This is an optimization exercise on Yosys and OpenROAD, whose aim is small area, not a production implementation.
Function was checked by simulation only, so behaviour that the tests miss may differ from the original.
Power figures rest on the tool's default switching activity, not on a simulated workload.

==> job 6434: inputs <==
// poly_top
module poly_top #(
	parameter a = 2,
	parameter b = 4,
	parameter c = 6,
	parameter data_width = 32
)
(
	input wire clk,rst,
	input wire [data_width-1:0] x,
	input wire in_valid,
	output wire [data_width-1:0] y,
	output wire out_valid,
	output wire [1:0] state
);
==> module poly_top, before the edit <==
module poly_top #(
	parameter a = 2,
	parameter b = 4,
	parameter c = 6,
	parameter data_width = 32
)
(
	input wire clk,rst,
	input wire [data_width-1:0] x,
	input wire in_valid,
	output wire [data_width-1:0] y,
	output wire out_valid,
	output wire [1:0] state
);
	localparam K = 19;
	reg [1:0] q;
	always @(posedge clk) begin
		if (rst | ~in_valid) q <= 2'b00;
		else q <= {q[1] | q[0], q[1] | ~q[0]};
	end
	assign state = {q[1], q[0] & ~q[1]};
	assign out_valid = q[1] & q[0];
	reg [29:0] x0, x1;
	reg [K-1:0] rlo;
	reg [30-K:0] rhi;
	reg rck;
	wire [K-1:0] lo;
	wire [30-K:0] hi;
	wire ck;
	Multiplier sqr (.x(x1), .lo(lo), .hi(hi), .ck(ck));
	always @(posedge clk) begin
		x0 <= x[29:0];
		x1 <= x0;
		rlo <= lo;
		rhi <= hi;
		rck <= ck;
	end
	wire [30-K:0] shi;
	wire [31-K:0] inc;
	assign inc[0] = rck;
	genvar i;
	generate
		for (i = 0; i < 30 - K; i = i + 1) begin : incr
			HA h (.a(rhi[i]), .b(inc[i]), .s(shi[i]), .co(inc[i+1]));
		end
	endgenerate
	assign shi[30-K] = rhi[30-K] ^ inc[30-K];
	assign y = {shi, rlo[K-1:2], 1'b1, rlo[0], 1'b0};
endmodule
export LEC_CHECK = 0
export CAP_MARGIN = 0
export CORE_MARGIN = 2
export CORE_UTILIZATION = 60
export CTS_BUF_LIST = sky130_fd_sc_hd__clkbuf_8
export CTS_CLUSTER_SIZE = 20
export SLEW_MARGIN = 0
export SYNTH_HIERARCHICAL = 1
export SYNTH_MINIMUM_KEEP_SIZE = 0
create_clock -name core_clock -period 9.0 [get_ports {clk}]
standard.sh (not shown) runs the stock make flow with config.mk's settings and CLKGATE_MAP_FILE= SYNTH_SCRIPT=/design/flow/synth_recipe.tcl, a recipe that flattens the netlist after the stock synthesis.
==> flow/flow/run.sh <==
#!/bin/bash
# The standard layout (standard.sh, with the standard synthesis) with three changes:
# the port buffers use the smallest buffer cell, clock tree synthesis adds no
# dummy loads, and the flip-flops of x1 get a stronger drive before placement.
# Each make run's full output goes to its own log file here.
set -euo pipefail
bash standard.sh synth > synth.log 2>&1
bash standard.sh \
	"POST_FLOORPLAN_TCL=$PWD/flow/upsize.tcl" "GPL_KEEP_OVERFLOW=0" "RECOVER_POWER=100" \
	"BUFFER_PORTS_ARGS=-buffer_cell sky130_fd_sc_hd__buf_1" \
	"CTS_ARGS=-sink_clustering_enable -repair_clock_nets -sink_clustering_size 20 -buf_list sky130_fd_sc_hd__clkbuf_8 -dont_use_dummy_load" \
	finish > layout.log 2>&1
==> flow/flow/upsize.tcl <==
foreach inst [get_cells {x1*}] {
  replace_cell $inst sky130_fd_sc_hd__dfxtp_2
}
==> inputs of job 9598, as changes to job 6434 <==
==> flow/flow/run.sh (replaced) <==
#!/bin/bash
# The standard layout (standard.sh, with the standard synthesis) with two changes:
# the port buffers use the smallest buffer cell, and clock tree synthesis adds no
# dummy loads.  Each make run's full output goes to its own log file here.
set -euo pipefail
bash standard.sh synth > synth.log 2>&1
bash standard.sh \
	"BUFFER_PORTS_ARGS=-buffer_cell sky130_fd_sc_hd__buf_1" \
	"CTS_ARGS=-sink_clustering_enable -repair_clock_nets -sink_clustering_size 30 -buf_list sky130_fd_sc_hd__clkbuf_8 -dont_use_dummy_load" \
	finish > layout.log 2>&1
--- a/flow/config.mk
+++ b/flow/config.mk
@@ -7,7 +7,7 @@
 export LEC_CHECK = 0
 export CAP_MARGIN = 0
 export CORE_MARGIN = 2
-export CORE_UTILIZATION = 60
+export CORE_UTILIZATION = 75
 export CTS_BUF_LIST = sky130_fd_sc_hd__clkbuf_8
 export CTS_CLUSTER_SIZE = 20
 export SLEW_MARGIN = 0
removed: flow/flow/upsize.tcl
==> inputs of job 1088, as changes to job 6434 <==
--- a/flow/design.v
+++ b/flow/design.v
@@ -735,15 +735,6 @@
 		rhi <= hi;
 		rck <= ck;
 	end
-	wire [30-K:0] shi;
-	wire [31-K:0] inc;
-	assign inc[0] = rck;
-	genvar i;
-	generate
-		for (i = 0; i < 30 - K; i = i + 1) begin : incr
-			HA h (.a(rhi[i]), .b(inc[i]), .s(shi[i]), .co(inc[i+1]));
-		end
-	endgenerate
-	assign shi[30-K] = rhi[30-K] ^ inc[30-K];
+	wire [30-K:0] shi = rhi + rck;
 	assign y = {shi, rlo[K-1:2], 1'b1, rlo[0], 1'b0};
 endmodule
==> flow/run.sh (new file) <==
#!/bin/bash
# synth_recipe.tcl (not shown) runs the flow's synth.tcl, then flattens the netlist and writes it again
# the make line also repeats each setting of config.mk as NAME=value (left out here)
make -C /OpenROAD-flow-scripts/flow DESIGN_CONFIG=/design/flow/config.mk WORK_HOME=/design/flow/orfs CLKGATE_MAP_FILE= SYNTH_SCRIPT=/design/flow/synth_recipe.tcl finish
==> flow/config.mk (replaced) <==
export PLATFORM = sky130hd
export DESIGN_NAME = poly_top
export DESIGN_NICKNAME = poly_top
export VERILOG_FILES = /design/flow/design.v
export SDC_FILE = /design/flow/constraint.sdc
export NUM_CORES = 4
export LEC_CHECK = 0
export CAP_MARGIN = 20
export CORE_MARGIN = 2
export CORE_UTILIZATION = 40
export SLEW_MARGIN = 20
export SYNTH_HIERARCHICAL = 1
export SYNTH_MINIMUM_KEEP_SIZE = 0
removed: flow/flow/run.sh
removed: flow/flow/upsize.tcl
removed: flow/standard.sh
==> comparison <==
In sequential cell count, job 1088 and job 9598 do not differ.
Sequential share of layout area, lowest first: job 1088, job 9598, job 6434.
Job 6434 finished with timing, DRC and antenna clean. Job 9598 finished with timing, DRC and antenna clean. Job 1088 finished clean.
Setup slack: job 1088 < job 6434 < job 9598.
The lowest clock skew belongs to job 1088, the highest to job 6434.
Wire length, lowest first: job 6434, job 9598, job 1088.
Of job 9598 and job 6434, job 6434 has the higher cell count (gap 1.2%, measured against job 6434).
Register-to-register slack: job 1088 < job 6434 < job 9598.
Critical path depth is the same in job 9598 and job 1088.
Clock-buffer cell count is the same in job 6434 and job 1088.
==> figures <==
| metric | job 6434 | job 1088 | job 9598 |
|---|---|---|---|
| Setup WS post-layout | 0.666 ns | 0.632 ns | 0.688 ns |
| TritonRoute pass-1 iters | 4 | 5 | 6 |
| Crit-path max FO | 29 | 12 | 13 |
| Avg Synthesized Cell Area | 11.5 um^2 | 11.4 um^2 | 11.5 um^2 |
| Reg-to-reg setup timing slack | 0.67 ns | 0.63 ns | 0.69 ns |
| Sequential group share of total power | 30.3% | 25.4% | 28.9% |
| Clock-cell share of area | 1.61% | 3.47% | 1.58% |
| Sequential Power | 0.580 mW | 0.576 mW | 0.556 mW |
| Count of non-filler cells in the finished layout | 818 | 935 | 808 |
| WHS Endpoint | x1[21]$_DFF_P_ | x1[24]$_DFF_P_ | x1[23]$_DFF_P_ |
| Standard cell with the maximum stage delay on the critical path | sky130_fd_sc_hd__dfxtp_2 | sky130_fd_sc_hd__dfxtp_1 | sky130_fd_sc_hd__dfxtp_1 |
| Ratio of layout area to synthesized area | 1.023x | 1.132x | 1.039x |
| Die X | 116 um | 142 um | 104 um |
| Outcome | no timing/DRC/antenna violations | no timing/DRC/antenna violations | no timing/DRC/antenna violations |
| Syn Nets | 894 | 904 | 894 |
| Share of the final layout cell area in multi-input gates | 67.8% | 61.6% | 66.9% |
| Maximum VDD drop | 0.299 mV | 0.207 mV | 0.328 mV |
| Fraction of final layout cells with drive strength greater than 1 | 7.38% | 7.56% | 6.67% |
| Core Util, Final | 63.6% | 46.1% | 80.0% |

## re-timing with driven ports
In the flow no input, the clock included, has a driving cell. The finished layouts below were timed again as built, in two steps.
Step 1 assumes that a clkbuf_16 drives the clock port and a buf_2 every other input.
Step 2 moves the port delays by t, midway between the first and last clock arrival at a register: inputs arrive t later, outputs are due t later. That takes back most of the time a late clock gives input paths.
a / b / c = ideal / step 1 / step 2; a / b = the first two.
run | shift t [ns] | setup slack, ns | worst slew at a driven data input, ns | cell pins on the clock port's net
job 6434 | 0.394 | 0.666 / 0.666 / 0.666 | 0.03 | 1
job 9598 | 0.383 | 0.688 / 0.688 / 0.688 | 0.03 | 1
job 1088 | 0.395 | 0.632 / 0.632 / 0.632 | 0.04 | 1
After both steps every run listed still meets setup and hold.
